This design comes from an exercise in tuning for small area on the open sky130 flow, not from production work. Function was checked by simulation only, so behaviour that the tests miss may differ from the original.

## flow/design.v (module list and top-level ports; edited modules follow where they fit)
// module synth_engine: 2460 lines
module synth_engine(
    input clk,
    input rst_n,
    input audio_sync,
    input [4:0] out_gain,
    output [10:0] reg_addr,
    input [31:0] reg_rdata,
    output [10:0] ph_raddr,
    input [23:0] ph_rdata,
    output [10:0] ph_waddr,
    output [23:0] ph_wdata,
    output ph_we,
    output [15:0] out_data,
    output out_valid
    );
  // ...
==> flow/run.sh <==
#!/bin/bash
# synth_recipe.tcl (not shown) runs the flow's synth.tcl, then flattens the netlist and writes it again
# the make line also repeats each setting of config.mk as NAME=value (left out here)
make -C /OpenROAD-flow-scripts/flow DESIGN_CONFIG=/design/flow/config.mk WORK_HOME=/design/flow/orfs CLKGATE_MAP_FILE= SYNTH_SCRIPT=/design/flow/synth_recipe.tcl finish
==> flow/config.mk <==
export PLATFORM = sky130hd
export DESIGN_NAME = synth_engine
export DESIGN_NICKNAME = synth_engine
export VERILOG_FILES = /design/flow/design.v
export SDC_FILE = /design/flow/constraint.sdc
export NUM_CORES = 4
export LEC_CHECK = 0
export CAP_MARGIN = 0
export CORE_MARGIN = 2
export CORE_UTILIZATION = 65
export CTS_CLUSTER_DIAMETER = 80
export CTS_CLUSTER_SIZE = 30
export SLEW_MARGIN = 0
==> flow/constraint.sdc <==
create_clock -name core_clock -period 10.0 [get_ports {clk}]
set_input_delay 2.0000 -clock core_clock [delete_from_list [all_inputs] [get_ports {clk}]]
set_output_delay 2.0000 -clock core_clock [all_outputs]
set_load 0.01 [all_outputs]
==> flow_metrics.tcl, run 1 <==
set metrics [dict create \
    cts-root-buf "clkbuf_16" \
    die_x_microns 252 \
    multi_input_area_sq_um 27600 \
    critical_path.endpoint_type "flop" \
    die-area_sq_um 63700 \
    finClkSkew_ns 0.0422 \
    critPathMostFrequentCell "fa_1" \
    nonClockBufferCount 221 \
    highest_layer "met4" \
    hpwl_microns 69700 \
    outcome "finished clean" \
    yosysWarnings 1 \
    setup_violations 0 \
    num-multi-input-gates 2887 \
    drv_slew 0 \
    synth_most_common_cell "inv_1" \
    synth_xor_area_frac 0.0893 \
    worstSetupStartpointType "flop" \
    cts_setup_buffers 0 \
    synth_top_family_by_area "adder cells" \
    drt_iter0_markers 1903 \
    clkSlewWorstSetupHoldPaths_ns 0.11 \
    dr_wl_met3_microns 5300 \
    coreArea_sq_um 61400 \
    cts.sinks 472 \
    ys_async_sr_fraction 0 \
]
==> run 2: changes to the inputs <==
--- a/flow/config.mk
+++ b/flow/config.mk
@@ -7,7 +7,8 @@
 export LEC_CHECK = 0
 export CAP_MARGIN = 0
 export CORE_MARGIN = 2
-export CORE_UTILIZATION = 65
+export CORE_UTILIZATION = 70
 export CTS_CLUSTER_DIAMETER = 80
 export CTS_CLUSTER_SIZE = 30
+export PLACE_DENSITY = 0.75
 export SLEW_MARGIN = 0
==> flow_metrics.tcl, run 2 <==
set metrics [dict create \
    outcome "finished clean" \
    worst_hold_startpoint "g_q3[3]" \
    timing.fmax_ghz 0.102 \
    pin_count 139 \
    final_common_cell "inv_1" \
    top_register "sum" \
    setup_violations 0 \
    finalSetupTns_ns 0 \
    required_ns 10.47 \
    ys_top_cells_by_count "inv_1, fa_1, dfxtp_1, ha_1, xnor2_1" \
    grt_pass1_vias 29500 \
    start_util 0.710 \
    synth_most_common_cell "inv_1" \
    drive_above_1_share 0.0503 \
    synth_top_cell_area_share 0.269 \
    synthTopCellsByArea "fa_1, dfxtp_1, ha_1, inv_1, xnor2_1" \
    cp_max_fo 2 \
    vias_per_cell 5.68 \
    largest_reg_flops 41 \
    cts_buffers 26 \
    ys_async_sr_fraction 0 \
    first_pass_iters 7 \
    drc 0 \
    hold_violations 0 \
    critical_path_arrival_ns 10.31 \
    die_x_microns 243 \
    drt.antenna.violating_nets 0 \
    dr_total_vias 28500 \
    yosysTopAreaCell "fa_1" \
    clockBufferDepth 3 \
    slew_headroom 0.268 \
    hpwl_microns 70600 \
    routedWlPerCell_microns 18.1 \
    syn_area_sq_um 40100 \
    cts-root-buf "clkbuf_16" \
    ys.flop_type "dfxtp_1" \
    syn_nets 5003 \
    worstSetupStartpointType "flop" \
    reg2reg_to "yb_10_9_q5" \
    ys_ff_latch 472 \
    cts_tree "built" \
    critical_path.endpoint_type "flop" \
    overflow 0 \
    nets 5091 \
    yosysWarnings 1 \
    cap_viol_max_count 0 \
    final_cell_mix "inv_1, fa_1, dfxtp_1" \
    clk_latency_ns 0.62 \
    die_y_microns 243 \
    largest_registers "sum (41), pn1_q2 (22), sin_m_q9 (16)" \
    synth_edf_count 10 \
    holdWs_ns 0.316 \
    r2r_slack_ns 0.16 \
    hold_path.class "reg -> reg" \
    clkSlewWorstSetupHoldPaths_ns 0.11 \
    drv_slew 0 \
    cts.sinks 472 \
    gp_congestion 1.05 \
    die-area_sq_um 59300 \
    final_cell_count_no_fill 5011 \
    synth_cells 4150 \
    synth.distinct_cells 91 \
    syn_avg_cell_area_sq_um 9.67 \
    drt_iter0_markers 1991 \
    critPathKind "reg -> reg" \
    hold_path_depth 0 \
    seq_area_frac_synth 0.238 \
    wl_microns 90800 \
    area_growth_pct 8.36 \
    min_period_ns 9.84 \
    finClkSkew_ns 0.0452 \
    diodes 0 \
    timing.rr.start "pos_7_q4" \
    place_ws_ns 0.162 \
    grt_pass1_wl_microns 149000 \
    placed_cells 4964 \
    timing.final.ws_setup_ns 0.164 \
    antenna_found_initial 0 \
    fin_crit_sh 0.984 \
    reg2regPathDepth 26 \
    coreArea_sq_um 56500 \
    grt_max_degree 71 \
    fp-row-count 87 \
    grt.total_usage 0.313 \
    hold_end "g_q4[3]" \
    cts_max_level 1 \
    io_buffer_count 136 \
    tightest_slew_ns 1.09 \
]
## run 2: cell counts after synthesis
Identical to the previous run, type by type.
## run 2: routing by layer
layer | vias to the layer above | GRT usage | wire length [microns]
li1 | 13500 | - | -
met1 | 13800 | 0.409 | 37200
met2 | 995 | 0.542 | 44300
met3 | 230 | 0.0422 | 6000
met4 | 0 | 0.102 | 3340
met5 | - | 0 | 0
## run 2: kinds of logic after synthesis
logic type,share of synthesized area
mux,0.0299
fa+ha+maj,0.347
flops,0.238
simple gates,0.114
xor+xnor,0.0893
compound gates,0.105
buf+inv,0.0764
## run 2: repair_timing
| item | 4_1_cts | 5_1_grt |
|---|---|---|
| hold buffers | 0 | 0 |
| buffers inserted | 0 | 2 |
| resized for setup | 0 | 15 |
| setup endpoints to repair | 0 | 3 |
## run 2: area by class of cell
cell class                 count  area, sq um
clock buffer                  28          668
clock inverter                17          328
fill                        3918        13000
inverter                     634         2380
multi-input combinational   2887        27600
sequential                   472         9560
tap                          756          946
timing repair buffer         217         1970
## run 2: metrics by stage
step           cell area, sq um   util
3_5_place_dp              42400  0.751
2_1_floorplan             40100      -
5_1_grt                   43500  0.770
3_3_place_gp              42400  0.751
6_report                  43500  0.770
4_1_cts                   43400  0.768
## run 2: critical path, cell delays in order, from the launching register on
cell,delay [ns]
dfxtp_1,0.47
xor2_2,0.26
fa_1,0.23
inv_1,0.08
fa_1,0.40
fa_1,0.42
fa_2,0.37
fa_1,0.39
fa_1,0.40
fa_1,0.41
fa_1,0.40
fa_1,0.37
inv_1,0.09
fa_1,0.45
xnor2_1,0.17
fa_1,0.42
fa_1,0.42
fa_1,0.40
fa_1,0.40
fa_1,0.40
fa_1,0.39
fa_1,0.39
fa_1,0.42
fa_1,0.43
fa_2,0.58
xnor2_2,0.13
fa_1,0.43
## run 2: worst max-delay path by stage
stage                              to  cells past startpoint  startpoint  slack (ns)
final                      yb_10_9_q5                     26    pos_7_q4        0.16
after global routing       yb_10_9_q5                     26  xb_7_15_q4       -0.08
after CTS                  yb_10_9_q5                     25  yb_6_19_q4        0.06
after detailed placement   yb_10_9_q5                     25  yb_6_19_q4        0.16
after global placement     yb_10_9_q5                     26  yb_6_19_q4        0.29
after floorplan           yb_13_16_q7                     29   pos_11_q6        0.44

## re-timing with driven ports
How much do the figures lean on ideal ports? The routed layouts below were timed once more, with nothing changed but the port constraints. Step 1 assumes that a clkbuf_16 drives the clock port and a buf_2 every other input. Step 2 times the ports against the registers' clock, not the clock port: input delays grow and output delays shrink by t, the midpoint of the rising clock arrivals with the driver on. a / b / c = ideal / step 1 / step 2; a / b = the first two.
| run | t, ns | slack for setup (ns) | hold WS [ns] | latest minus earliest clock arrival (ns) |
|---|---|---|---|---|
| run 1 | 0.671 | 0.295 / 0.295 / 0.271 | 0.327 / 0.327 / 0.327 | 0.047 / 0.047 |
| run 2 | 0.661 | 0.164 / 0.164 / 0.164 | 0.316 / 0.316 / 0.316 | 0.050 / 0.050 |
After both steps every run listed still meets setup and hold. The setup slack of run 1, which loses most, moves by 0.000 ns with the drivers and by -0.024 ns with both steps.
